Context: an optimization exercise on an open-source flow, tuned for small area and a short achievable clock period. The choices shown serve that exercise and are no tape-out recipe.
Function was not checked in any run shown here: the RTL went through the layout flow alone.

==> flow/design.v <==
`timescale 1ns/1ps
module fp_add (
  input  logic [15:0] iL,
  input  logic [15:0] iS,
  input  logic        hL,      
  input  logic        hS,      
  input  logic        eq,      
  input  logic [4:0]  rsv,     
  output logic        oS,
  output logic [4:0]  oE,
  output logic [9:0]  oM,
  output logic        oR
);
  logic [4:0] eL, eS;
  logic [10:0] mL, mS;
  logic sL, sS;
  assign eL = iL[14:10];
  assign eS = iS[14:10];
  assign sL = iL[15];
  assign sS = iS[15];
  assign mL = {hL, iL[9:0]};
  assign mS = {hS, iS[9:0]};
  logic res_nan, pos_inf, infinite;
  logic infL, infS;
  assign infL = &eL;
  assign infS = &eS;
  assign res_nan = (infS & (sL ^ sS)) | (infL & |iL[9:0]);
  assign pos_inf = (infL & ~sL) | (infS & ~sS);
  assign infinite = infL;
  logic far;
  assign far = rsv > 5'd12;
  logic [21:0] sh;
  assign sh = {mS, 11'b0} >> rsv[3:0];
  logic [13:0] x1;
  assign x1 = {sh[21:9], |sh[8:0]};
  logic X1s, X2s, eff_sub;
  assign X1s = sS & |sh[21:8];
  assign X2s = sL & |mL;
  assign eff_sub = X1s ^ X2s;
  logic [14:0] mag;
  assign mag = {1'b0, mL, 3'b0} + ({1'b0, x1} ^ {15{eff_sub}}) + {14'd0, eff_sub};
  logic sb1;
  assign sb1 = far ? sL : (X2s & ~(eff_sub & eq));
  logic [14:0] SUM;
  assign SUM = far ? {1'b0, mL, 3'b0} : mag;
  logic [3:0] LZ;
  always_comb begin
    LZ = 4'd12;
    for (int i = 3; i < 15; i++)
      if (SUM[i]) LZ = 4'(14 - i);
  end
  logic [4:0] exp1;
  logic [3:0] lsv;
  always_comb begin
    if (eL == 5'd0) begin
      exp1 = 5'd0;
      lsv = 4'd1;
    end else if ({1'b0, LZ} > eL) begin
      exp1 = 5'd0;
      lsv = eL[3:0];
    end else begin
      exp1 = eL - {1'b0, LZ} + 5'd1;
      lsv = LZ;
    end
  end
  logic [14:0] norm_man;
  assign norm_man = SUM << lsv;
  logic round;
  assign round = norm_man[3] & (norm_man[4] | |norm_man[2:0]);
  logic [4:0] E;
  assign E = norm_man[14] ? (exp1 | {4'd0, exp1 == 5'd0}) : 5'd0;
  always_comb begin
    if (res_nan) begin
      oS = 1'b1; oE = 5'h1f; oM = 10'h200; oR = 1'b0;
    end else if (infinite) begin
      oS = ~pos_inf; oE = 5'h1f; oM = 10'd0; oR = 1'b0;
    end else if (E == 5'h1f) begin
      oS = sb1; oE = (round & &norm_man[13:4]) ? 5'd0 : 5'h1f; oM = 10'd0; oR = 1'b0;
    end else begin
      oS = sb1; oE = E; oM = norm_man[13:4]; oR = round;
    end
  end
endmodule
`timescale 1ns/1ps
module fp_mult (
  input  logic [15:0] iA,
  input  logic [15:0] iB,
  input  logic        hA,      
  input  logic        hB,      
  output logic        oS,
  output logic [4:0]  oE,
  output logic [9:0]  oM,
  output logic        oR
);
  logic [4:0] eA, eB;
  assign eA = iA[14:10];
  assign eB = iB[14:10];
  logic [10:0] mA, mB;
  assign mA = {hA, iA[9:0]};
  assign mB = {hB, iB[9:0]};
  logic zero, res_nan, infA, infB;
  assign infA = &eA;
  assign infB = &eB;
  assign zero = ~|iB[14:0] | ~hA;
  assign res_nan = infA & (~|iB[14:0] | |iA[9:0]);
  logic [21:0] P;
  mul11 u_m (.a({1'b1, iA[9:0]}), .b(mB), .p(P));
  logic [3:0] lzs;
  always_comb begin
    lzs = 4'd11;
    for (int i = 0; i < 10; i++)
      if (iB[i]) lzs = 4'(10 - i);
    if (hB) lzs = 4'd0;
  end
  logic [3:0] tzA, tzB;
  always_comb begin
    tzA = 4'd11;
    for (int i = 10; i >= 0; i--)
      if (mA[i]) tzA = 4'(i);
    tzB = 4'd11;
    for (int i = 10; i >= 0; i--)
      if (mB[i]) tzB = 4'(i);
  end
  logic [5:0] X;
  assign X = {1'b0, eA[4:1], eA[0] | ~hA} + {1'b0, eB[4:1], eB[0] | ~hB};
  logic [6:0] D;
  assign D = {1'b0, X} - {3'b0, lzs};
  logic lim;      
  assign lim = D[6] | (D < 7'd15);
  logic [4:0] u;
  assign u = lim ? 5'(6'd25 - X) : 5'(4'd10 - lzs);
  logic [31:0] pext, q;
  assign pext = {P, 10'd0};
  assign q = pext >> u;
  logic n;
  assign n = ~q[21] & ~D[6] & (D > 7'd15);
  logic [11:0] w;
  assign w = n ? q[20:9] : q[21:10];
  logic [4:0] tz;
  assign tz = tzA + tzB;
  logic S;
  assign S = n ? (tz + 5'd1 < u) : (tz < u);
  logic rnd;
  assign rnd = w[0] & (w[1] | S);
  logic subn, infinite;
  assign subn = lim | (~q[21] & (D == 7'd15));
  assign infinite = (~D[6] & (q[21] ? (D > 7'd44) : (D > 7'd45))) | infA;
  logic [4:0] E;
  assign E = subn ? 5'd0 : (q[21] ? 5'(D - 7'd14) : 5'(D - 7'd15));
  always_comb begin
    if (res_nan) begin
      oS = 1'b1; oE = 5'h1f; oM = 10'h200; oR = 1'b0;
    end else if (infinite) begin
      oS = iA[15] ^ iB[15]; oE = 5'h1f; oM = 10'd0; oR = 1'b0;
    end else if (zero) begin
      oS = iA[15] ^ iB[15]; oE = 5'd0; oM = 10'd0; oR = 1'b0;
    end else begin
      oS = iA[15] ^ iB[15]; oE = E; oM = w[10:1]; oR = rnd;
    end
  end
endmodule
module mul11 (input [10:0] a, input [10:0] b, output [21:0] p);
  localparam W=22;
  wire pp0_0 = a[0] & b[0];
  wire pp0_1 = a[0] & b[1];
  wire pp0_2 = a[0] & b[2];
  wire pp0_3 = a[0] & b[3];
  wire pp0_4 = a[0] & b[4];
  wire pp0_5 = a[0] & b[5];
  wire pp0_6 = a[0] & b[6];
  wire pp0_7 = a[0] & b[7];
  wire pp0_8 = a[0] & b[8];
  wire pp0_9 = a[0] & b[9];
  wire pp0_10 = a[0] & b[10];
  wire pp1_0 = a[1] & b[0];
  wire pp1_1 = a[1] & b[1];
  wire pp1_2 = a[1] & b[2];
  wire pp1_3 = a[1] & b[3];
  wire pp1_4 = a[1] & b[4];
  wire pp1_5 = a[1] & b[5];
  wire pp1_6 = a[1] & b[6];
  wire pp1_7 = a[1] & b[7];
  wire pp1_8 = a[1] & b[8];
  wire pp1_9 = a[1] & b[9];
  wire pp1_10 = a[1] & b[10];
  wire pp2_0 = a[2] & b[0];
  wire pp2_1 = a[2] & b[1];
  wire pp2_2 = a[2] & b[2];
  wire pp2_3 = a[2] & b[3];
  wire pp2_4 = a[2] & b[4];
  wire pp2_5 = a[2] & b[5];
  wire pp2_6 = a[2] & b[6];
  wire pp2_7 = a[2] & b[7];
  wire pp2_8 = a[2] & b[8];
  wire pp2_9 = a[2] & b[9];
  wire pp2_10 = a[2] & b[10];
  wire pp3_0 = a[3] & b[0];
  wire pp3_1 = a[3] & b[1];
  wire pp3_2 = a[3] & b[2];
  wire pp3_3 = a[3] & b[3];
  wire pp3_4 = a[3] & b[4];
  wire pp3_5 = a[3] & b[5];
  wire pp3_6 = a[3] & b[6];
  wire pp3_7 = a[3] & b[7];
  wire pp3_8 = a[3] & b[8];
  wire pp3_9 = a[3] & b[9];
  wire pp3_10 = a[3] & b[10];
  wire pp4_0 = a[4] & b[0];
  wire pp4_1 = a[4] & b[1];
  wire pp4_2 = a[4] & b[2];
  wire pp4_3 = a[4] & b[3];
  wire pp4_4 = a[4] & b[4];
  wire pp4_5 = a[4] & b[5];
  wire pp4_6 = a[4] & b[6];
  wire pp4_7 = a[4] & b[7];
  wire pp4_8 = a[4] & b[8];
  wire pp4_9 = a[4] & b[9];
  wire pp4_10 = a[4] & b[10];
  wire pp5_0 = a[5] & b[0];
  wire pp5_1 = a[5] & b[1];
  wire pp5_2 = a[5] & b[2];
  wire pp5_3 = a[5] & b[3];
  wire pp5_4 = a[5] & b[4];
  wire pp5_5 = a[5] & b[5];
  wire pp5_6 = a[5] & b[6];
  wire pp5_7 = a[5] & b[7];
  wire pp5_8 = a[5] & b[8];
  wire pp5_9 = a[5] & b[9];
  wire pp5_10 = a[5] & b[10];
  wire pp6_0 = a[6] & b[0];
  wire pp6_1 = a[6] & b[1];
  wire pp6_2 = a[6] & b[2];
  wire pp6_3 = a[6] & b[3];
  wire pp6_4 = a[6] & b[4];
  wire pp6_5 = a[6] & b[5];
  wire pp6_6 = a[6] & b[6];
  wire pp6_7 = a[6] & b[7];
  wire pp6_8 = a[6] & b[8];
  wire pp6_9 = a[6] & b[9];
  wire pp6_10 = a[6] & b[10];
  wire pp7_0 = a[7] & b[0];
  wire pp7_1 = a[7] & b[1];
  wire pp7_2 = a[7] & b[2];
  wire pp7_3 = a[7] & b[3];
  wire pp7_4 = a[7] & b[4];
  wire pp7_5 = a[7] & b[5];
  wire pp7_6 = a[7] & b[6];
  wire pp7_7 = a[7] & b[7];
  wire pp7_8 = a[7] & b[8];
  wire pp7_9 = a[7] & b[9];
  wire pp7_10 = a[7] & b[10];
  wire pp8_0 = a[8] & b[0];
  wire pp8_1 = a[8] & b[1];
  wire pp8_2 = a[8] & b[2];
  wire pp8_3 = a[8] & b[3];
  wire pp8_4 = a[8] & b[4];
  wire pp8_5 = a[8] & b[5];
  wire pp8_6 = a[8] & b[6];
  wire pp8_7 = a[8] & b[7];
  wire pp8_8 = a[8] & b[8];
  wire pp8_9 = a[8] & b[9];
  wire pp8_10 = a[8] & b[10];
  wire pp9_0 = a[9] & b[0];
  wire pp9_1 = a[9] & b[1];
  wire pp9_2 = a[9] & b[2];
  wire pp9_3 = a[9] & b[3];
  wire pp9_4 = a[9] & b[4];
  wire pp9_5 = a[9] & b[5];
  wire pp9_6 = a[9] & b[6];
  wire pp9_7 = a[9] & b[7];
  wire pp9_8 = a[9] & b[8];
  wire pp9_9 = a[9] & b[9];
  wire pp9_10 = a[9] & b[10];
  wire pp10_0 = a[10] & b[0];
  wire pp10_1 = a[10] & b[1];
  wire pp10_2 = a[10] & b[2];
  wire pp10_3 = a[10] & b[3];
  wire pp10_4 = a[10] & b[4];
  wire pp10_5 = a[10] & b[5];
  wire pp10_6 = a[10] & b[6];
  wire pp10_7 = a[10] & b[7];
  wire pp10_8 = a[10] & b[8];
  wire pp10_9 = a[10] & b[9];
  wire pp10_10 = a[10] & b[10];
  wire t1 = pp0_9 ^ pp1_8;
  wire t2 = pp0_9 & pp1_8;
  wire t3 = pp0_10 ^ pp1_9 ^ pp2_8;
  wire t4 = (pp0_10 & pp1_9) | (pp0_10 & pp2_8) | (pp1_9 & pp2_8);
  wire t5 = pp3_7 ^ pp4_6;
  wire t6 = pp3_7 & pp4_6;
  wire t7 = pp1_10 ^ pp2_9 ^ pp3_8;
  wire t8 = (pp1_10 & pp2_9) | (pp1_10 & pp3_8) | (pp2_9 & pp3_8);
  wire t9 = pp4_7 ^ pp5_6;
  wire t10 = pp4_7 & pp5_6;
  wire t11 = pp2_10 ^ pp3_9 ^ pp4_8;
  wire t12 = (pp2_10 & pp3_9) | (pp2_10 & pp4_8) | (pp3_9 & pp4_8);
  wire t13 = pp0_6 ^ pp1_5;
  wire t14 = pp0_6 & pp1_5;
  wire t15 = pp0_7 ^ pp1_6 ^ pp2_5;
  wire t16 = (pp0_7 & pp1_6) | (pp0_7 & pp2_5) | (pp1_6 & pp2_5);
  wire t17 = pp3_4 ^ pp4_3;
  wire t18 = pp3_4 & pp4_3;
  wire t19 = pp0_8 ^ pp1_7 ^ pp2_6;
  wire t20 = (pp0_8 & pp1_7) | (pp0_8 & pp2_6) | (pp1_7 & pp2_6);
  wire t21 = pp3_5 ^ pp4_4 ^ pp5_3;
  wire t22 = (pp3_5 & pp4_4) | (pp3_5 & pp5_3) | (pp4_4 & pp5_3);
  wire t23 = pp6_2 ^ pp7_1;
  wire t24 = pp6_2 & pp7_1;
  wire t25 = t1 ^ pp2_7 ^ pp3_6;
  wire t26 = (t1 & pp2_7) | (t1 & pp3_6) | (pp2_7 & pp3_6);
  wire t27 = pp4_5 ^ pp5_4 ^ pp6_3;
  wire t28 = (pp4_5 & pp5_4) | (pp4_5 & pp6_3) | (pp5_4 & pp6_3);
  wire t29 = pp7_2 ^ pp8_1 ^ pp9_0;
  wire t30 = (pp7_2 & pp8_1) | (pp7_2 & pp9_0) | (pp8_1 & pp9_0);
  wire t31 = t3 ^ t5 ^ pp5_5;
  wire t32 = (t3 & t5) | (t3 & pp5_5) | (t5 & pp5_5);
  wire t33 = pp6_4 ^ pp7_3 ^ pp8_2;
  wire t34 = (pp6_4 & pp7_3) | (pp6_4 & pp8_2) | (pp7_3 & pp8_2);
  wire t35 = pp9_1 ^ pp10_0 ^ t2;
  wire t36 = (pp9_1 & pp10_0) | (pp9_1 & t2) | (pp10_0 & t2);
  wire t37 = t7 ^ t9 ^ pp6_5;
  wire t38 = (t7 & t9) | (t7 & pp6_5) | (t9 & pp6_5);
  wire t39 = pp7_4 ^ pp8_3 ^ pp9_2;
  wire t40 = (pp7_4 & pp8_3) | (pp7_4 & pp9_2) | (pp8_3 & pp9_2);
  wire t41 = pp10_1 ^ t4 ^ t6;
  wire t42 = (pp10_1 & t4) | (pp10_1 & t6) | (t4 & t6);
  wire t43 = t11 ^ pp5_7 ^ pp6_6;
  wire t44 = (t11 & pp5_7) | (t11 & pp6_6) | (pp5_7 & pp6_6);
  wire t45 = pp7_5 ^ pp8_4 ^ pp9_3;
  wire t46 = (pp7_5 & pp8_4) | (pp7_5 & pp9_3) | (pp8_4 & pp9_3);
  wire t47 = pp10_2 ^ t8 ^ t10;
  wire t48 = (pp10_2 & t8) | (pp10_2 & t10) | (t8 & t10);
  wire t49 = pp3_10 ^ pp4_9 ^ pp5_8;
  wire t50 = (pp3_10 & pp4_9) | (pp3_10 & pp5_8) | (pp4_9 & pp5_8);
  wire t51 = pp6_7 ^ pp7_6 ^ pp8_5;
  wire t52 = (pp6_7 & pp7_6) | (pp6_7 & pp8_5) | (pp7_6 & pp8_5);
  wire t53 = pp9_4 ^ pp10_3 ^ t12;
  wire t54 = (pp9_4 & pp10_3) | (pp9_4 & t12) | (pp10_3 & t12);
  wire t55 = pp4_10 ^ pp5_9 ^ pp6_8;
  wire t56 = (pp4_10 & pp5_9) | (pp4_10 & pp6_8) | (pp5_9 & pp6_8);
  wire t57 = pp7_7 ^ pp8_6 ^ pp9_5;
  wire t58 = (pp7_7 & pp8_6) | (pp7_7 & pp9_5) | (pp8_6 & pp9_5);
  wire t59 = pp5_10 ^ pp6_9 ^ pp7_8;
  wire t60 = (pp5_10 & pp6_9) | (pp5_10 & pp7_8) | (pp6_9 & pp7_8);
  wire t61 = pp0_4 ^ pp1_3;
  wire t62 = pp0_4 & pp1_3;
  wire t63 = pp0_5 ^ pp1_4 ^ pp2_3;
  wire t64 = (pp0_5 & pp1_4) | (pp0_5 & pp2_3) | (pp1_4 & pp2_3);
  wire t65 = pp3_2 ^ pp4_1;
  wire t66 = pp3_2 & pp4_1;
  wire t67 = t13 ^ pp2_4 ^ pp3_3;
  wire t68 = (t13 & pp2_4) | (t13 & pp3_3) | (pp2_4 & pp3_3);
  wire t69 = pp4_2 ^ pp5_1 ^ pp6_0;
  wire t70 = (pp4_2 & pp5_1) | (pp4_2 & pp6_0) | (pp5_1 & pp6_0);
  wire t71 = t15 ^ t17 ^ pp5_2;
  wire t72 = (t15 & t17) | (t15 & pp5_2) | (t17 & pp5_2);
  wire t73 = pp6_1 ^ pp7_0 ^ t14;
  wire t74 = (pp6_1 & pp7_0) | (pp6_1 & t14) | (pp7_0 & t14);
  wire t75 = t19 ^ t21 ^ t23;
  wire t76 = (t19 & t21) | (t19 & t23) | (t21 & t23);
  wire t77 = pp8_0 ^ t16 ^ t18;
  wire t78 = (pp8_0 & t16) | (pp8_0 & t18) | (t16 & t18);
  wire t79 = t25 ^ t27 ^ t29;
  wire t80 = (t25 & t27) | (t25 & t29) | (t27 & t29);
  wire t81 = t20 ^ t22 ^ t24;
  wire t82 = (t20 & t22) | (t20 & t24) | (t22 & t24);
  wire t83 = t31 ^ t33 ^ t35;
  wire t84 = (t31 & t33) | (t31 & t35) | (t33 & t35);
  wire t85 = t26 ^ t28 ^ t30;
  wire t86 = (t26 & t28) | (t26 & t30) | (t28 & t30);
  wire t87 = t37 ^ t39 ^ t41;
  wire t88 = (t37 & t39) | (t37 & t41) | (t39 & t41);
  wire t89 = t32 ^ t34 ^ t36;
  wire t90 = (t32 & t34) | (t32 & t36) | (t34 & t36);
  wire t91 = t43 ^ t45 ^ t47;
  wire t92 = (t43 & t45) | (t43 & t47) | (t45 & t47);
  wire t93 = t38 ^ t40 ^ t42;
  wire t94 = (t38 & t40) | (t38 & t42) | (t40 & t42);
  wire t95 = t49 ^ t51 ^ t53;
  wire t96 = (t49 & t51) | (t49 & t53) | (t51 & t53);
  wire t97 = t44 ^ t46 ^ t48;
  wire t98 = (t44 & t46) | (t44 & t48) | (t46 & t48);
  wire t99 = t55 ^ t57 ^ pp10_4;
  wire t100 = (t55 & t57) | (t55 & pp10_4) | (t57 & pp10_4);
  wire t101 = t50 ^ t52 ^ t54;
  wire t102 = (t50 & t52) | (t50 & t54) | (t52 & t54);
  wire t103 = t59 ^ pp8_7 ^ pp9_6;
  wire t104 = (t59 & pp8_7) | (t59 & pp9_6) | (pp8_7 & pp9_6);
  wire t105 = pp10_5 ^ t56 ^ t58;
  wire t106 = (pp10_5 & t56) | (pp10_5 & t58) | (t56 & t58);
  wire t107 = pp6_10 ^ pp7_9 ^ pp8_8;
  wire t108 = (pp6_10 & pp7_9) | (pp6_10 & pp8_8) | (pp7_9 & pp8_8);
  wire t109 = pp9_7 ^ pp10_6 ^ t60;
  wire t110 = (pp9_7 & pp10_6) | (pp9_7 & t60) | (pp10_6 & t60);
  wire t111 = pp7_10 ^ pp8_9 ^ pp9_8;
  wire t112 = (pp7_10 & pp8_9) | (pp7_10 & pp9_8) | (pp8_9 & pp9_8);
  wire t113 = pp0_3 ^ pp1_2;
  wire t114 = pp0_3 & pp1_2;
  wire t115 = t61 ^ pp2_2 ^ pp3_1;
  wire t116 = (t61 & pp2_2) | (t61 & pp3_1) | (pp2_2 & pp3_1);
  wire t117 = t63 ^ t65 ^ pp5_0;
  wire t118 = (t63 & t65) | (t63 & pp5_0) | (t65 & pp5_0);
  wire t119 = t67 ^ t69 ^ t64;
  wire t120 = (t67 & t69) | (t67 & t64) | (t69 & t64);
  wire t121 = t71 ^ t73 ^ t68;
  wire t122 = (t71 & t73) | (t71 & t68) | (t73 & t68);
  wire t123 = t75 ^ t77 ^ t72;
  wire t124 = (t75 & t77) | (t75 & t72) | (t77 & t72);
  wire t125 = t79 ^ t81 ^ t76;
  wire t126 = (t79 & t81) | (t79 & t76) | (t81 & t76);
  wire t127 = t83 ^ t85 ^ t80;
  wire t128 = (t83 & t85) | (t83 & t80) | (t85 & t80);
  wire t129 = t87 ^ t89 ^ t84;
  wire t130 = (t87 & t89) | (t87 & t84) | (t89 & t84);
  wire t131 = t91 ^ t93 ^ t88;
  wire t132 = (t91 & t93) | (t91 & t88) | (t93 & t88);
  wire t133 = t95 ^ t97 ^ t92;
  wire t134 = (t95 & t97) | (t95 & t92) | (t97 & t92);
  wire t135 = t99 ^ t101 ^ t96;
  wire t136 = (t99 & t101) | (t99 & t96) | (t101 & t96);
  wire t137 = t103 ^ t105 ^ t100;
  wire t138 = (t103 & t105) | (t103 & t100) | (t105 & t100);
  wire t139 = t107 ^ t109 ^ t104;
  wire t140 = (t107 & t109) | (t107 & t104) | (t109 & t104);
  wire t141 = t111 ^ pp10_7 ^ t108;
  wire t142 = (t111 & pp10_7) | (t111 & t108) | (pp10_7 & t108);
  wire t143 = pp8_10 ^ pp9_9 ^ pp10_8;
  wire t144 = (pp8_10 & pp9_9) | (pp8_10 & pp10_8) | (pp9_9 & pp10_8);
  wire t145 = pp0_2 ^ pp1_1;
  wire t146 = pp0_2 & pp1_1;
  wire t147 = t113 ^ pp2_1 ^ pp3_0;
  wire t148 = (t113 & pp2_1) | (t113 & pp3_0) | (pp2_1 & pp3_0);
  wire t149 = t115 ^ pp4_0 ^ t114;
  wire t150 = (t115 & pp4_0) | (t115 & t114) | (pp4_0 & t114);
  wire t151 = t117 ^ t62 ^ t116;
  wire t152 = (t117 & t62) | (t117 & t116) | (t62 & t116);
  wire t153 = t119 ^ t66 ^ t118;
  wire t154 = (t119 & t66) | (t119 & t118) | (t66 & t118);
  wire t155 = t121 ^ t70 ^ t120;
  wire t156 = (t121 & t70) | (t121 & t120) | (t70 & t120);
  wire t157 = t123 ^ t74 ^ t122;
  wire t158 = (t123 & t74) | (t123 & t122) | (t74 & t122);
  wire t159 = t125 ^ t78 ^ t124;
  wire t160 = (t125 & t78) | (t125 & t124) | (t78 & t124);
  wire t161 = t127 ^ t82 ^ t126;
  wire t162 = (t127 & t82) | (t127 & t126) | (t82 & t126);
  wire t163 = t129 ^ t86 ^ t128;
  wire t164 = (t129 & t86) | (t129 & t128) | (t86 & t128);
  wire t165 = t131 ^ t90 ^ t130;
  wire t166 = (t131 & t90) | (t131 & t130) | (t90 & t130);
  wire t167 = t133 ^ t94 ^ t132;
  wire t168 = (t133 & t94) | (t133 & t132) | (t94 & t132);
  wire t169 = t135 ^ t98 ^ t134;
  wire t170 = (t135 & t98) | (t135 & t134) | (t98 & t134);
  wire t171 = t137 ^ t102 ^ t136;
  wire t172 = (t137 & t102) | (t137 & t136) | (t102 & t136);
  wire t173 = t139 ^ t106 ^ t138;
  wire t174 = (t139 & t106) | (t139 & t138) | (t106 & t138);
  wire t175 = t141 ^ t110 ^ t140;
  wire t176 = (t141 & t110) | (t141 & t140) | (t110 & t140);
  wire t177 = t143 ^ t112 ^ t142;
  wire t178 = (t143 & t112) | (t143 & t142) | (t112 & t142);
  wire t179 = pp9_10 ^ pp10_9 ^ t144;
  wire t180 = (pp9_10 & pp10_9) | (pp9_10 & t144) | (pp10_9 & t144);
  wire [21:0] ra = {1'b0, pp10_10, t179, t177, t175, t173, t171, t169, t167, t165, t163, t161, t159, t157, t155, t153, t151, t149, t147, t145, pp0_1, pp0_0};
  wire [21:0] rb = {1'b0, t180, t178, t176, t174, t172, t170, t168, t166, t164, t162, t160, t158, t156, t154, t152, t150, t148, t146, pp2_0, pp1_0, 1'b0};
  wire [21:0] g0 = ra & rb, p0 = ra ^ rb;
  wire bg1 = g0[1] | (p0[1] & g0[0]);
  wire bp1 = p0[1] & p0[0];
  wire bg2 = g0[3] | (p0[3] & g0[2]);
  wire bp2 = p0[3] & p0[2];
  wire bg3 = g0[5] | (p0[5] & g0[4]);
  wire bp3 = p0[5] & p0[4];
  wire bg4 = g0[7] | (p0[7] & g0[6]);
  wire bp4 = p0[7] & p0[6];
  wire bg5 = g0[9] | (p0[9] & g0[8]);
  wire bp5 = p0[9] & p0[8];
  wire bg6 = g0[11] | (p0[11] & g0[10]);
  wire bp6 = p0[11] & p0[10];
  wire bg7 = g0[13] | (p0[13] & g0[12]);
  wire bp7 = p0[13] & p0[12];
  wire bg8 = g0[15] | (p0[15] & g0[14]);
  wire bp8 = p0[15] & p0[14];
  wire bg9 = g0[17] | (p0[17] & g0[16]);
  wire bp9 = p0[17] & p0[16];
  wire bg10 = g0[19] | (p0[19] & g0[18]);
  wire bp10 = p0[19] & p0[18];
  wire bg11 = g0[21] | (p0[21] & g0[20]);
  wire bp11 = p0[21] & p0[20];
  wire bg12 = bg2 | (bp2 & bg1);
  wire bp12 = bp2 & bp1;
  wire bg13 = bg4 | (bp4 & bg3);
  wire bp13 = bp4 & bp3;
  wire bg14 = bg6 | (bp6 & bg5);
  wire bp14 = bp6 & bp5;
  wire bg15 = bg8 | (bp8 & bg7);
  wire bp15 = bp8 & bp7;
  wire bg16 = bg10 | (bp10 & bg9);
  wire bp16 = bp10 & bp9;
  wire bg17 = bg13 | (bp13 & bg12);
  wire bp17 = bp13 & bp12;
  wire bg18 = bg15 | (bp15 & bg14);
  wire bp18 = bp15 & bp14;
  wire bg19 = bg18 | (bp18 & bg17);
  wire bp19 = bp18 & bp17;
  wire bg20 = bg14 | (bp14 & bg17);
  wire bp20 = bp14 & bp17;
  wire bg21 = bg16 | (bp16 & bg19);
  wire bp21 = bp16 & bp19;
  wire bg22 = bg3 | (bp3 & bg12);
  wire bp22 = bp3 & bp12;
  wire bg23 = bg5 | (bp5 & bg17);
  wire bp23 = bp5 & bp17;
  wire bg24 = bg7 | (bp7 & bg20);
  wire bp24 = bp7 & bp20;
  wire bg25 = bg9 | (bp9 & bg19);
  wire bp25 = bp9 & bp19;
  wire bg26 = bg11 | (bp11 & bg21);
  wire bp26 = bp11 & bp21;
  wire bg27 = g0[2] | (p0[2] & bg1);
  wire bp27 = p0[2] & bp1;
  wire bg28 = g0[4] | (p0[4] & bg12);
  wire bp28 = p0[4] & bp12;
  wire bg29 = g0[6] | (p0[6] & bg22);
  wire bp29 = p0[6] & bp22;
  wire bg30 = g0[8] | (p0[8] & bg17);
  wire bp30 = p0[8] & bp17;
  wire bg31 = g0[10] | (p0[10] & bg23);
  wire bp31 = p0[10] & bp23;
  wire bg32 = g0[12] | (p0[12] & bg20);
  wire bp32 = p0[12] & bp20;
  wire bg33 = g0[14] | (p0[14] & bg24);
  wire bp33 = p0[14] & bp24;
  wire bg34 = g0[16] | (p0[16] & bg19);
  wire bp34 = p0[16] & bp19;
  wire bg35 = g0[18] | (p0[18] & bg25);
  wire bp35 = p0[18] & bp25;
  wire bg36 = g0[20] | (p0[20] & bg21);
  wire bp36 = p0[20] & bp21;
  assign p[0] = p0[0];
  assign p[1] = p0[1] ^ g0[0];
  assign p[2] = p0[2] ^ bg1;
  assign p[3] = p0[3] ^ bg27;
  assign p[4] = p0[4] ^ bg12;
  assign p[5] = p0[5] ^ bg28;
  assign p[6] = p0[6] ^ bg22;
  assign p[7] = p0[7] ^ bg29;
  assign p[8] = p0[8] ^ bg17;
  assign p[9] = p0[9] ^ bg30;
  assign p[10] = p0[10] ^ bg23;
  assign p[11] = p0[11] ^ bg31;
  assign p[12] = p0[12] ^ bg20;
  assign p[13] = p0[13] ^ bg32;
  assign p[14] = p0[14] ^ bg24;
  assign p[15] = p0[15] ^ bg33;
  assign p[16] = p0[16] ^ bg19;
  assign p[17] = p0[17] ^ bg34;
  assign p[18] = p0[18] ^ bg25;
  assign p[19] = p0[19] ^ bg35;
  assign p[20] = p0[20] ^ bg21;
  assign p[21] = p0[21] ^ bg36;
endmodule
`timescale 1ns/1ps
module flpcomp (
  input  logic [15:0] iA,
  input  logic [15:0] iB,
  output logic [15:0] oL,      
  output logic [15:0] oS,      
  output logic        oEq,     
  output logic [4:0]  oRsv,    
  output logic        oMaxL,   
  output logic        oHL,     
  output logic        oHS      
);
  logic lt;
  assign lt = iA[14:0] < iB[14:0];
  assign oEq = iA[14:0] == iB[14:0];
  assign oL = lt ? iB : iA;
  assign oS = lt ? iA : iB;
  logic ha, hb;
  assign ha = |iA[14:10];
  assign hb = |iB[14:10];
  assign oHL = lt ? hb : ha;
  assign oHS = lt ? ha : hb;
  logic [4:0] ea, eb, dab, dba;
  assign ea = {iA[14:11], iA[10] | ~ha};
  assign eb = {iB[14:11], iB[10] | ~hb};
  assign dab = ea - eb;
  assign dba = eb - ea;
  assign oRsv = lt ? dba : dab;
  logic pick_b;
  always_comb begin
    case ({iA[15], iB[15]})
      2'b00:   pick_b = lt;
      2'b01:   pick_b = 1'b0;
      2'b10:   pick_b = 1'b1;
      default: pick_b = ~lt;
    endcase
  end
  assign oMaxL = pick_b == lt;
endmodule
`timescale 1ns/1ps
module fp16_alu (
  input  wire        clk,
  input  wire [1:0]  op,
  input  wire [15:0] a,
  input  wire [15:0] b,
  output wire [15:0] z
);
  wire [15:0] b_in = (op == 2'd3) ? {~b[15], b[14:0]} : b;
  wire [15:0] l_in, s_in;
  wire eq_in, maxl_in, hl_in, hs_in;
  wire [4:0] rsv_in;
  flpcomp u_ord (.iA(a), .iB(b_in), .oL(l_in), .oS(s_in), .oEq(eq_in), .oRsv(rsv_in), .oMaxL(maxl_in),
                 .oHL(hl_in), .oHS(hs_in));
  reg [1:0]  op_q;
  reg [15:0] l_q, s_q;
  reg        eq_q, maxl_q, hl_q, hs_q;
  reg [4:0]  rsv_q;
  reg        zs_q, r_q;
  reg [14:0] em_q;
  wire as, ar, ms, mr;
  wire [4:0] ae, me;
  wire [9:0] am, mm;
  wire [15:0] max_z = maxl_q ? l_q : s_q;
  fp_add  u_add (.iL(l_q), .iS(s_q), .hL(hl_q), .hS(hs_q), .eq(eq_q), .rsv(rsv_q), .oS(as), .oE(ae), .oM(am), .oR(ar));
  fp_mult u_mul (.iA(l_q), .iB(s_q), .hA(hl_q), .hB(hs_q), .oS(ms), .oE(me), .oM(mm), .oR(mr));
  always @(posedge clk) begin
    op_q   <= op;
    l_q    <= l_in;
    s_q    <= s_in;
    eq_q   <= eq_in;
    maxl_q <= maxl_in;
    hl_q   <= hl_in;
    hs_q   <= hs_in;
    rsv_q  <= rsv_in;
    case (op_q)
      2'd1: begin
        zs_q <= ms; em_q <= {me, mm}; r_q <= mr;
      end
      2'd2: begin
        zs_q <= max_z[15]; em_q <= max_z[14:0]; r_q <= 1'b0;
      end
      default: begin
        zs_q <= as; em_q <= {ae, am}; r_q <= ar;
      end
    endcase
  end
  assign z = {zs_q, em_q + {14'd0, r_q}};
endmodule
==> flow/flow/run.sh <==
#!/bin/bash
# Standard layout with two changes:
#  - timing repair aims for a setup slack of 15.5 ns, so that the achieved
#    clock period is short;
#  - the port buffers are the smallest buffer, buf_1 (repair may upsize them).
set -euo pipefail
export SETUP_SLACK_MARGIN=15.5
export BUFFER_PORTS_ARGS="-buffer_cell sky130_fd_sc_hd__buf_1"
bash standard.sh > standard_flow.log 2>&1
==> flow/standard.sh <==
#!/bin/bash
# synth_recipe.tcl (not shown) runs the flow's synth.tcl, then flattens the netlist and writes it again
# the make line also repeats each setting of config.mk as NAME=value (left out here)
make -C /OpenROAD-flow-scripts/flow DESIGN_CONFIG=/design/flow/config.mk WORK_HOME=/design/flow/orfs CLKGATE_MAP_FILE= SYNTH_SCRIPT=/design/flow/synth_recipe.tcl "${@:-finish}"
==> flow/config.mk <==
export PLATFORM = sky130hd
export DESIGN_NAME = fp16_alu
export DESIGN_NICKNAME = fp16_alu
export VERILOG_FILES = /design/flow/design.v
export SDC_FILE = /design/flow/constraint.sdc
export NUM_CORES = 4
export LEC_CHECK = 0
export ABC_AREA = 1
export CAP_MARGIN = 20
export CORE_MARGIN = 2
export CORE_UTILIZATION = 40
export PLACE_DENSITY = 0.6
export SLEW_MARGIN = 20
==> flow/constraint.sdc <==
create_clock -name core_clock -period 23.0 [get_ports {clk}]
set_input_delay 4.6000 -clock core_clock [delete_from_list [all_inputs] [get_ports {clk}]]
set_output_delay 4.6000 -clock core_clock [all_outputs]
set_load 0.01 [all_outputs]
==> impl_metrics.prom, run 1 <==
# TYPE chip_impl_metric gauge
chip_impl_metric{name="timing.fmax",unit="GHz"} 0.139
chip_impl_metric{name="drt_iter0_markers",unit=""} 1146
chip_impl_metric{name="setup_viol",unit=""} 0
chip_impl_info{name="crit_type",value="in2reg"} 1
chip_impl_metric{name="ys_seq_elements",unit=""} 60
chip_impl_metric{name="hold_violations",unit=""} 0
chip_impl_metric{name="vias_in_the_first_global_route",unit=""} 11780
chip_impl_metric{name="core_area",unit="um2"} 30400
chip_impl_metric{name="row_count",unit=""} 64
chip_impl_metric{name="detail_route.vias_per_cell",unit=""} 5.24
chip_impl_metric{name="grt_pass1_wl",unit="mm"} 60.0
chip_impl_info{name="timing.hold.worst.class",value="reg2reg"} 1
chip_impl_metric{name="critPathArrivalTime",unit="ns"} 7.40
chip_impl_metric{name="grt_max_degree",unit=""} 48
chip_impl_metric{name="nets",unit=""} 2231
chip_impl_metric{name="crit_fanout",unit=""} 47
chip_impl_info{name="run_status",value="timing/DRC/antenna clean"} 1
chip_impl_metric{name="layout-drive-gt1-share",unit="%"} 7.65
chip_impl_metric{name="syn2layout_area_growth",unit="%"} 9.75
chip_impl_metric{name="antenna-diode-count",unit=""} 0
chip_impl_metric{name="timing.setup.tns",unit="ns"} 0
chip_impl_metric{name="yosys.area_share.xor_xnor",unit="%"} 3.91
chip_impl_metric{name="synth_cell_types",unit=""} 56
chip_impl_metric{name="maxSlewHeadroom",unit="%"} 31.4
chip_impl_metric{name="grt_overflow",unit=""} 0
chip_impl_metric{name="clock-sinks",unit=""} 60
chip_impl_metric{name="tritoncts_buffers",unit=""} 9
chip_impl_metric{name="multiInputGateArea",unit="um2"} 9450
chip_impl_metric{name="port-buffer-count",unit=""} 50
chip_impl_metric{name="seq_area_frac_synth",unit="%"} 9.76
chip_impl_metric{name="share_of_the_synthesized_area_in_compound_gates_ao_oa_aoi_oai",unit="%"} 13.6
chip_impl_metric{name="htreeDepth",unit=""} 3
chip_impl_metric{name="finalWirelength",unit="mm"} 37.7
chip_impl_info{name="crit_path_start_kind",value="input port"} 1
chip_impl_metric{name="cts_max_path_buffers",unit=""} 2
chip_impl_metric{name="postSynthCellCount",unit=""} 1967
chip_impl_info{name="tritoncts",value="built"} 1
chip_impl_metric{name="initial_core_util",unit="%"} 40.4
chip_impl_metric{name="place_worst_setup_slack",unit="ns"} 14.75
chip_impl_metric{name="final-seq-area",unit="um2"} 1250
chip_impl_metric{name="antenna_found_initial",unit=""} 0
chip_impl_metric{name="dpl-instance-area",unit="um2"} 12700
chip_impl_info{name="dominantRegCellSynth",value="dfxtp_1"} 1
chip_impl_metric{name="mappedNetlistNets",unit=""} 2203
chip_impl_metric{name="path_clk_slew",unit="ns"} 0.06
chip_impl_metric{name="gp_congestion",unit=""} 0.980
chip_impl_metric{name="floorplan.io_pins",unit=""} 51
chip_impl_metric{name="timing.final.crit_period",unit="ns"} 7.18
chip_impl_metric{name="post-place-cells",unit=""} 2349
chip_impl_metric{name="maxCapViolCount",unit=""} 0
chip_impl_metric{name="synth_mux_area_share",unit="%"} 0.732
chip_impl_metric{name="synthArstFlopShare",unit="%"} 0
chip_impl_metric{name="synth_enable_flop_cells",unit=""} 0
chip_impl_info{name="rsz0062_at_grt",value="true"} 1
chip_impl_info{name="ctsRootBufferMaster",value="clkbuf_16"} 1
chip_impl_metric{name="yosys_warnings",unit=""} 4
chip_impl_metric{name="final_min_period_over_clock_period",unit="%"} 31.2
chip_impl_metric{name="worst_pin_slew",unit="ns"} 1.03
chip_impl_info{name="dominant_combinational_cell_family_by_area_after_synthesis",value="simple AND/OR/NAND/NOR gates"} 1
chip_impl_info{name="worstPathCellList",value="buf_1, inv_1, ha_1, nand2_1, nor4_1, o21ai_0, nand2_1, buf_4, clkinv_1, o21ai_0"} 1
chip_impl_metric{name="die_area",unit="um2"} 32200
chip_impl_metric{name="crit_buf_inv",unit=""} 4
chip_impl_metric{name="crit_path_max_incr_delay",unit="ns"} 0.58
chip_impl_metric{name="detailroute.via_count",unit=""} 12565
chip_impl_metric{name="setup_slack",unit="ns"} 15.82
chip_impl_info{name="critical_path.slowest_cell",value="clkinv_1"} 1
chip_impl_metric{name="fin_worst_hold_slack",unit="ns"} 0.758
chip_impl_metric{name="yosys.area_share.simple",unit="%"} 31.1
chip_impl_metric{name="clock-skew-final",unit="ns"} 0.00787
chip_impl_metric{name="timing.final.max_slew_violations",unit=""} 0
chip_impl_info{name="end_kind",value="register"} 1
chip_impl_metric{name="instances_no_fill",unit=""} 2396
chip_impl_metric{name="final_area",unit="um2"} 13500
chip_impl_metric{name="syn_area_per_cell",unit="um2"} 6.26
chip_impl_metric{name="dp_hpwl",unit="mm"} 30.1
chip_impl_metric{name="post_synth_fa_ha_maj_area_fraction",unit="%"} 26.3
chip_impl_metric{name="critPathRequiredTime",unit="ns"} 23.21
chip_impl_metric{name="die_y",unit="um"} 179
chip_impl_metric{name="postLayoutCoreUtil",unit="%"} 44.4
chip_impl_metric{name="drc_errors",unit=""} 0
chip_impl_metric{name="drt.antenna.violating_nets",unit=""} 0
chip_impl_metric{name="grtUsageTotal",unit="%"} 22.7
chip_impl_metric{name="routed_wire_length_per_instance",unit="um"} 15.8
chip_impl_metric{name="mappedNetlistArea",unit="um2"} 12300
chip_impl_metric{name="insertion_delay",unit="ns"} 0.34
chip_impl_info{name="path_delay_family",value="buffers and inverters"} 1
chip_impl_metric{name="fillerInstances",unit=""} 3275
chip_impl_metric{name="die_width",unit="um"} 179
chip_impl_metric{name="detailedRoute.firstPassIterationCount",unit=""} 6
[state kept, by name (all words and copies together) (netlist names)]
name / flops
s_q: 16
r_q: 1
op_q: 2
l_q: 16
hl_q: 1
hs_q: 1
rsv_q: 5
eq_q: 1
em_q: 15
zs_q: 1
maxl_q: 1
[worst min-delay path, cell delays in order (launching register included)]
cell     delay (ns)
dfxtp_1        0.34
inv_1          0.10
a21oi_1        0.07
a21oi_1        0.10
o21ai_0        0.09
[synth_stat cells, types with 3 or more instances]
library cell,instances,area [um2]
clkinv_1,8,30.0
or2_2,4,25.0
inv_1,367,1380
o21a_1,3,22.5
xor2_1,35,307
inv_2,10,37.5
nand2_2,19,119
o21ai_1,9,45.0
clkbuf_1,50,188
mux2i_1,9,90.1
a21oi_1,81,405
nand4_1,33,206
nand3_2,6,60.1
nor2_2,4,25.0
o21ai_2,4,35.0
nand2_1,520,1950
o21ai_0,146,731
nor3_1,19,95.1
a32oi_1,4,35.0
nand3b_1,3,22.5
xnor2_1,20,175
ha_1,104,1300
o211ai_1,7,52.6
dfxtp_1,60,1200
buf_4,4,30.0
buf_2,15,75.1
o311ai_0,5,43.8
nor4_1,8,50.1
nor2_1,98,368
o21bai_1,5,37.5
o22ai_1,5,31.3
fa_1,97,1940
a211oi_1,7,52.6
a31oi_1,4,25.0
nand3_1,161,806
nand2_4,3,33.8
o31ai_1,5,37.5
[repair_timing]
item,4_1_cts,5_1_grt
pin swaps,0,7
gates resized for setup,26,41
cloned,0,3
hold buffers,0,0
endpoints found under the hold margin,0,0
endpoints found under the setup margin,16,16
buffers inserted,2,26
[routing by layer]
metal / up-vias / wire length [um] / GRT usage [%]
li1: 6289 / - / -
met1: 5849 / 17700 / 32.0
met2: 369 / 17300 / 37.9
met3: 58 / 1930 / 2.05
met4: 0 / 743 / 4.94
met5: - / 0 / 0
[cells in the final DEF (no fill, tap or decap), types with 12 or more instances in the layout]
cell and n:
buf_4 36, nand3_1 160, ha_1 103, xnor2_1 20, nand2_2 20, a21oi_1 79, o21ai_0 144, dfxtp_4 12
nand2_1 517, inv_1 361, nand4_1 33, fa_1 97, nor3_1 18, buf_1 50, nor2_1 95, xor2_1 35
dfxtp_1 41
[cells by family (layout without fill, tap and decap cells)]
group | count (synthesis) | after routing
xor gates and xnor gates | 55 | 55
buffers and inverters | 459 | 490
adders and majority gates | 201 | 201
AOI/OAI and AO/OA | 299 | 299
muxes | 9 | 9
DFF | 60 | 60
and+or+nand+nor | 884 | 886
[cell type report]
class                           count  area share, %
Clock buffer                        9           1.67
Sequential cell                    60           9.29
Timing Repair inverter              1         0.0371
Inverter                          385           10.9
Clock inverter                      7          0.732
Tap cell                          396           3.67
Multi-Input combinational cell   1450           70.0
Timing Repair Buffer               88           3.69
[final timing paths]
path	from	endpoint	slack, ns	cells after the start
setup reg to reg	hs_q	r_q	15.93	37
setup / recovery	a[11]	l_q[0]	15.82	10
hold reg to reg	l_q[15]	zs_q	0.76	4
hold / removal	l_q[15]	zs_q	0.76	4
==> inputs of run 2 (changes only) <==
--- a/flow/design.v
+++ b/flow/design.v
@@ -6,6 +6,8 @@
   input  logic        hS,      
   input  logic        eq,      
   input  logic [4:0]  rsv,     
+  input  logic [3:0]  tzS,     
+  input  logic [3:0]  lzS,     
   output logic        oS,
   output logic [4:0]  oE,
   output logic [9:0]  oM,
@@ -24,17 +26,19 @@
   logic infL, infS;
   assign infL = &eL;
   assign infS = &eS;
-  assign res_nan = (infS & (sL ^ sS)) | (infL & |iL[9:0]);
+  assign res_nan = (infL & infS & (sL ^ sS)) | (infL & |iL[9:0]) | (infS & |iS[9:0]);
   assign pos_inf = (infL & ~sL) | (infS & ~sS);
-  assign infinite = infL;
+  assign infinite = infL | infS;
   logic far;
   assign far = rsv > 5'd12;
   logic [21:0] sh;
   assign sh = {mS, 11'b0} >> rsv[3:0];
+  logic S1;
+  assign S1 = (rsv == 5'd12) ? |mS[9:1] : ({1'b0, tzS} + 5'd3 <= rsv);
   logic [13:0] x1;
-  assign x1 = {sh[21:9], |sh[8:0]};
+  assign x1 = {sh[21:9], S1};
   logic X1s, X2s, eff_sub;
-  assign X1s = sS & |sh[21:8];
+  assign X1s = sS & (lzS != 4'd11) & ({1'b0, lzS} + rsv <= 5'd13);
   assign X2s = sL & |mL;
   assign eff_sub = X1s ^ X2s;
   logic [14:0] mag;
@@ -90,6 +94,8 @@
   output logic        oS,
   output logic [4:0]  oE,
   output logic [9:0]  oM,
+  input  logic [3:0]  lzs,     
+  input  logic [3:0]  tzB,     
   output logic        oR
 );
   logic [4:0] eA, eB;
@@ -101,25 +107,15 @@
   logic zero, res_nan, infA, infB;
   assign infA = &eA;
   assign infB = &eB;
-  assign zero = ~|iB[14:0] | ~hA;
-  assign res_nan = infA & (~|iB[14:0] | |iA[9:0]);
+  assign zero = ~|iA[14:0] | ~|iB[14:0];
+  assign res_nan = (~|iA[14:0] & infB) | (~|iB[14:0] & infA) | (infA & |iA[9:0]) | (infB & |iB[9:0]);
   logic [21:0] P;
-  mul11 u_m (.a({1'b1, iA[9:0]}), .b(mB), .p(P));
-  logic [3:0] lzs;
-  always_comb begin
-    lzs = 4'd11;
-    for (int i = 0; i < 10; i++)
-      if (iB[i]) lzs = 4'(10 - i);
-    if (hB) lzs = 4'd0;
-  end
-  logic [3:0] tzA, tzB;
+  mul11 u_m (.a(mA), .b(mB), .p(P));
+  logic [3:0] tzA;
   always_comb begin
     tzA = 4'd11;
     for (int i = 10; i >= 0; i--)
       if (mA[i]) tzA = 4'(i);
-    tzB = 4'd11;
-    for (int i = 10; i >= 0; i--)
-      if (mB[i]) tzB = 4'(i);
   end
   logic [5:0] X;
   assign X = {1'b0, eA[4:1], eA[0] | ~hA} + {1'b0, eB[4:1], eB[0] | ~hB};
@@ -144,7 +140,7 @@
   assign rnd = w[0] & (w[1] | S);
   logic subn, infinite;
   assign subn = lim | (~q[21] & (D == 7'd15));
-  assign infinite = (~D[6] & (q[21] ? (D > 7'd44) : (D > 7'd45))) | infA;
+  assign infinite = (~D[6] & (q[21] ? (D > 7'd44) : (D > 7'd45))) | infA | infB;
   logic [4:0] E;
   assign E = subn ? 5'd0 : (q[21] ? 5'(D - 7'd14) : 5'(D - 7'd15));
   always_comb begin
@@ -623,8 +619,20 @@
   wire [4:0] ae, me;
   wire [9:0] am, mm;
   wire [15:0] max_z = maxl_q ? l_q : s_q;
-  fp_add  u_add (.iL(l_q), .iS(s_q), .hL(hl_q), .hS(hs_q), .eq(eq_q), .rsv(rsv_q), .oS(as), .oE(ae), .oM(am), .oR(ar));
-  fp_mult u_mul (.iA(l_q), .iB(s_q), .hA(hl_q), .hB(hs_q), .oS(ms), .oE(me), .oM(mm), .oR(mr));
+  wire [10:0] m_s = {hs_q, s_q[9:0]};
+  reg [3:0] lz_s, tz_s;
+  always @* begin
+    lz_s = 4'd11;
+    for (int i = 0; i < 11; i++)
+      if (m_s[i]) lz_s = 4'(10 - i);
+    tz_s = 4'd11;
+    for (int i = 10; i >= 0; i--)
+      if (m_s[i]) tz_s = 4'(i);
+  end
+  fp_add  u_add (.iL(l_q), .iS(s_q), .hL(hl_q), .hS(hs_q), .eq(eq_q), .rsv(rsv_q),
+                 .tzS(tz_s), .lzS(lz_s), .oS(as), .oE(ae), .oM(am), .oR(ar));
+  fp_mult u_mul (.iA(l_q), .iB(s_q), .hA(hl_q), .hB(hs_q), .lzs(lz_s), .tzB(tz_s),
+                 .oS(ms), .oE(me), .oM(mm), .oR(mr));
   always @(posedge clk) begin
     op_q   <= op;
     l_q    <= l_in;
==> run 2 against run 1 <==
  * Still clean
  * Critical path type is now reg2reg
  * Final cell count rose by 5.1%
  * Non-clock buffer count rose by 70
  * Synthesized cell count rose by 2.2%
  * Flip-flop and latch count did not move
  * Wire length rose by 12%
  * Critical path depth rose by 24
==> impl_metrics.prom, run 2 <==
# TYPE chip_impl_metric gauge
chip_impl_metric{name="setup_slack",unit="ns"} 15.81
chip_impl_metric{name="critPathArrivalTime",unit="ns"} 7.41
chip_impl_metric{name="ys_seq_elements",unit=""} 60
chip_impl_info{name="timing.hold.worst.start",value="s_q[14]"} 1
chip_impl_info{name="layout_common_cells",value="nand2_1, inv_1, o21ai_0, nand3_1, ha_1"} 1
chip_impl_metric{name="finalWirelength",unit="mm"} 42.3
chip_impl_metric{name="instances_no_fill",unit=""} 2517
chip_impl_metric{name="floorplan.io_pins",unit=""} 51
chip_impl_metric{name="grt_max_degree",unit=""} 48
chip_impl_info{name="r2r-start",value="s_q[8]"} 1
chip_impl_metric{name="detail_route.vias_per_cell",unit=""} 5.27
chip_impl_info{name="end_kind",value="register"} 1
chip_impl_metric{name="die_y",unit="um"} 182
chip_impl_metric{name="vias_in_the_first_global_route",unit=""} 12580
chip_impl_info{name="synth_top_cell_by_area",value="nand2_1"} 1
chip_impl_metric{name="htreeDepth",unit=""} 3
chip_impl_metric{name="nets",unit=""} 2358
chip_impl_metric{name="worst_pin_slew",unit="ns"} 1.24
chip_impl_metric{name="core_area",unit="um2"} 31400
chip_impl_metric{name="antenna-diode-count",unit=""} 0
chip_impl_info{name="synth_most_common_cell",value="nand2_1"} 1
chip_impl_metric{name="drt.antenna.violating_nets",unit=""} 0
chip_impl_info{name="critical_path.slowest_cell",value="fa_1"} 1
chip_impl_metric{name="dp_hpwl",unit="mm"} 32.1
chip_impl_metric{name="layout-drive-gt1-share",unit="%"} 16.4
chip_impl_metric{name="grtUsageTotal",unit="%"} 24.7
chip_impl_info{name="rsz0062_at_grt",value="true"} 1
chip_impl_metric{name="insertion_delay",unit="ns"} 0.35
chip_impl_metric{name="synth_top_area_share",unit="%"} 15.6
chip_impl_metric{name="clock-sinks",unit=""} 60
chip_impl_info{name="top_regs",value="l_q x16, s_q x16, em_q x15"} 1
chip_impl_info{name="crit_path_start_kind",value="register"} 1
chip_impl_metric{name="drt_iter0_markers",unit=""} 953
chip_impl_metric{name="die_area",unit="um2"} 33200
chip_impl_info{name="critical_path_start",value="s_q[8]"} 1
chip_impl_info{name="dominantRegCellSynth",value="dfxtp_1"} 1
chip_impl_metric{name="initial_core_util",unit="%"} 40.5
chip_impl_metric{name="final_min_period_over_clock_period",unit="%"} 31.3
chip_impl_metric{name="timing.final.max_slew_violations",unit=""} 0
chip_impl_info{name="run_status",value="timing/DRC/antenna clean"} 1
chip_impl_metric{name="routed_wire_length_per_instance",unit="um"} 16.8
chip_impl_metric{name="grt_overflow",unit=""} 0
chip_impl_metric{name="synth_enable_flop_cells",unit=""} 0
chip_impl_info{name="final_common_cell",value="nand2_1"} 1
chip_impl_metric{name="synthArstFlopShare",unit="%"} 0
chip_impl_metric{name="antenna_found_initial",unit=""} 0
chip_impl_metric{name="setup_viol",unit=""} 0
chip_impl_info{name="timing.hold.worst.class",value="reg2reg"} 1
chip_impl_metric{name="maxCapViolCount",unit=""} 0
chip_impl_metric{name="timing.fmax",unit="GHz"} 0.139
chip_impl_info{name="tritoncts",value="built"} 1
chip_impl_info{name="crit_type",value="reg2reg"} 1
chip_impl_metric{name="maxSlewHeadroom",unit="%"} 16.7
chip_impl_info{name="cp_common_cell",value="fa_1"} 1
chip_impl_metric{name="crit_path_max_incr_delay",unit="ns"} 0.55
chip_impl_metric{name="post-place-cells",unit=""} 2408
chip_impl_metric{name="critPathRequiredTime",unit="ns"} 23.22
chip_impl_metric{name="port-buffer-count",unit=""} 50
chip_impl_metric{name="timing.final.crit_period",unit="ns"} 7.19
chip_impl_info{name="synth_commonest_cells",value="nand2_1, inv_1, o21ai_0"} 1
chip_impl_metric{name="yosys_warnings",unit=""} 4
chip_impl_info{name="synth_top_cells_by_area",value="nand2_1, fa_1, inv_1"} 1
chip_impl_metric{name="tritoncts_buffers",unit=""} 9
chip_impl_metric{name="gp_congestion",unit=""} 0.971
chip_impl_metric{name="mappedNetlistArea",unit="um2"} 12700
chip_impl_metric{name="place_worst_setup_slack",unit="ns"} 14.34
chip_impl_metric{name="detailroute.via_count",unit=""} 13257
chip_impl_metric{name="syn_area_per_cell",unit="um2"} 6.31
chip_impl_metric{name="row_count",unit=""} 65
chip_impl_metric{name="grt_pass1_wl",unit="mm"} 65.0
chip_impl_metric{name="crit_fanout",unit=""} 5
chip_impl_metric{name="mappedNetlistNets",unit=""} 2258
chip_impl_metric{name="seq_area_frac_synth",unit="%"} 9.46
chip_impl_metric{name="path_clk_slew",unit="ns"} 0.05
chip_impl_metric{name="die_width",unit="um"} 182
chip_impl_metric{name="syn2layout_area_growth",unit="%"} 19.1
chip_impl_info{name="ctsRootBufferMaster",value="clkbuf_16"} 1
chip_impl_metric{name="clock-skew-final",unit="ns"} 0.00793
chip_impl_metric{name="synth_cell_types",unit=""} 60
chip_impl_metric{name="detailedRoute.firstPassIterationCount",unit=""} 5
chip_impl_metric{name="cts_max_path_buffers",unit=""} 2
chip_impl_metric{name="hold_violations",unit=""} 0
chip_impl_metric{name="postSynthCellCount",unit=""} 2011
chip_impl_metric{name="timing.setup.tns",unit="ns"} 0
chip_impl_metric{name="drc_errors",unit=""} 0
[run 2: cell types whose count changed in the layout (fill, tap and decap cells not counted), sizes merged, moves of 7 or more]
cell | before | now
nand4 | 34 | 26
xor2 | 35 | 43
nor2 | 102 | 118
o21ai | 159 | 167
inv | 374 | 392
ha | 104 | 114
nand2 | 542 | 554
nand3 | 170 | 147
a31oi | 4 | 14
buf | 88 | 157
nor3 | 21 | 14
[run 2: metal layers]
layer  share of wire (%)  up-vias  global-route usage (%)
li1                    -     6549                       -
met1                  44     6093                    32.7
met2                  46      520                    40.9
met3                 7.5       95                    3.89
met4                 3.1        0                    8.52
met5                   0        -                       0
[run 2: layout make-up]
| class | count | area, um2 |
|---|---|---|
| Clock buffer | 10 | 239 |
| Clock inverter | 5 | 52.6 |
| Fill cell | 3190 | 16300 |
| Inverter | 397 | 1510 |
| Multi-Input combinational cell | 1485 | 10400 |
| Sequential cell | 60 | 1250 |
| Tap cell | 402 | 503 |
| Timing Repair Buffer | 158 | 1120 |
[run 2: path summary, 6_finish.rpt]
kind / to / slack [ns] / cells after the start
min: em_q[14] / 0.73 / 4
min reg2reg: em_q[14] / 0.73 / 4
max reg2reg: em_q[11] / 15.81 / 34
max: em_q[11] / 15.81 / 34
[run 2: logic make-up (layout without fill, tap and decap cells)]
group | after synthesis | count (layout) | share of synthesized area, %
XOR/XNOR | 57 | 57 | 3.93
adder cells (fa/ha/maj) | 212 | 212 | 26.7
flip-flops | 60 | 60 | 9.46
buffers and inverters | 470 | 570 | 14.5
AO/OA/AOI/OAI | 328 | 328 | 14.5
other | 1 | 1 | 0.0295
AND/OR/NAND/NOR | 874 | 878 | 30.2
multiplexers | 9 | 9 | 0.709
[run 2: metrics by stage]
step           hold WS (ns)  utilization [%]  instance area [um2]
2_1_floorplan         0.558                -                12700
3_3_place_gp          0.766             42.0                13200
3_5_place_dp          0.763             42.0                13200
4_1_cts               0.727             44.0                13800
5_1_grt               0.776             48.2                15100
6_report              0.728             48.2                15100
[run 2: what timing repair did]
action | 4_1_cts | 5_1_grt
pin swaps | 10 | 85
hold buffers | 0 | 0
buffers inserted | 18 | 69
gates cloned | 1 | 4
endpoints found under the setup margin | 16 | 18
resized for setup | 55 | 176
[run 2: critical path: cells and delay by family (launching register included)]
kind / cells / cell delay [ns]
and+or+nand+nor: 10 / 0.97
adders and majority gates: 7 / 3.25
AOI/OAI and AO/OA: 12 / 2.05
buffers and inverters: 5 / 0.42
DFF: 1 / 0.38

## afterwards: timing with drivers on the ports
No port has a modelled driver above. Below, the same layouts with a new extraction and two added sets of constraints.
Step 1 assumes that a clkbuf_16 drives the clock port and a buf_2 every other input.
Step 2, shift: input delay + t, output delay - t, t = (earliest + latest rising clock arrival at the registers) / 2. This alone moves slack from input paths to output paths.
Three values: no drivers, after step 1, after step 2; two values: the first two.
run	t, ns	slack for setup (ns)	clock arrival spread, ns	slew at the worst register clock pin (ns)	worst slew at a driven data input, ns
run 1	0.382	15.816 / 15.836 / 15.454	0.008 / 0.008	0.06 / 0.06	0.05
run 2	0.393	15.810 / 15.810 / 15.564	0.012 / 0.012	0.06 / 0.06	0.04
After both steps every run listed still meets setup and hold. The setup slack of run 1, which loses most, moves by +0.020 ns with the drivers and by -0.362 ns with both steps.
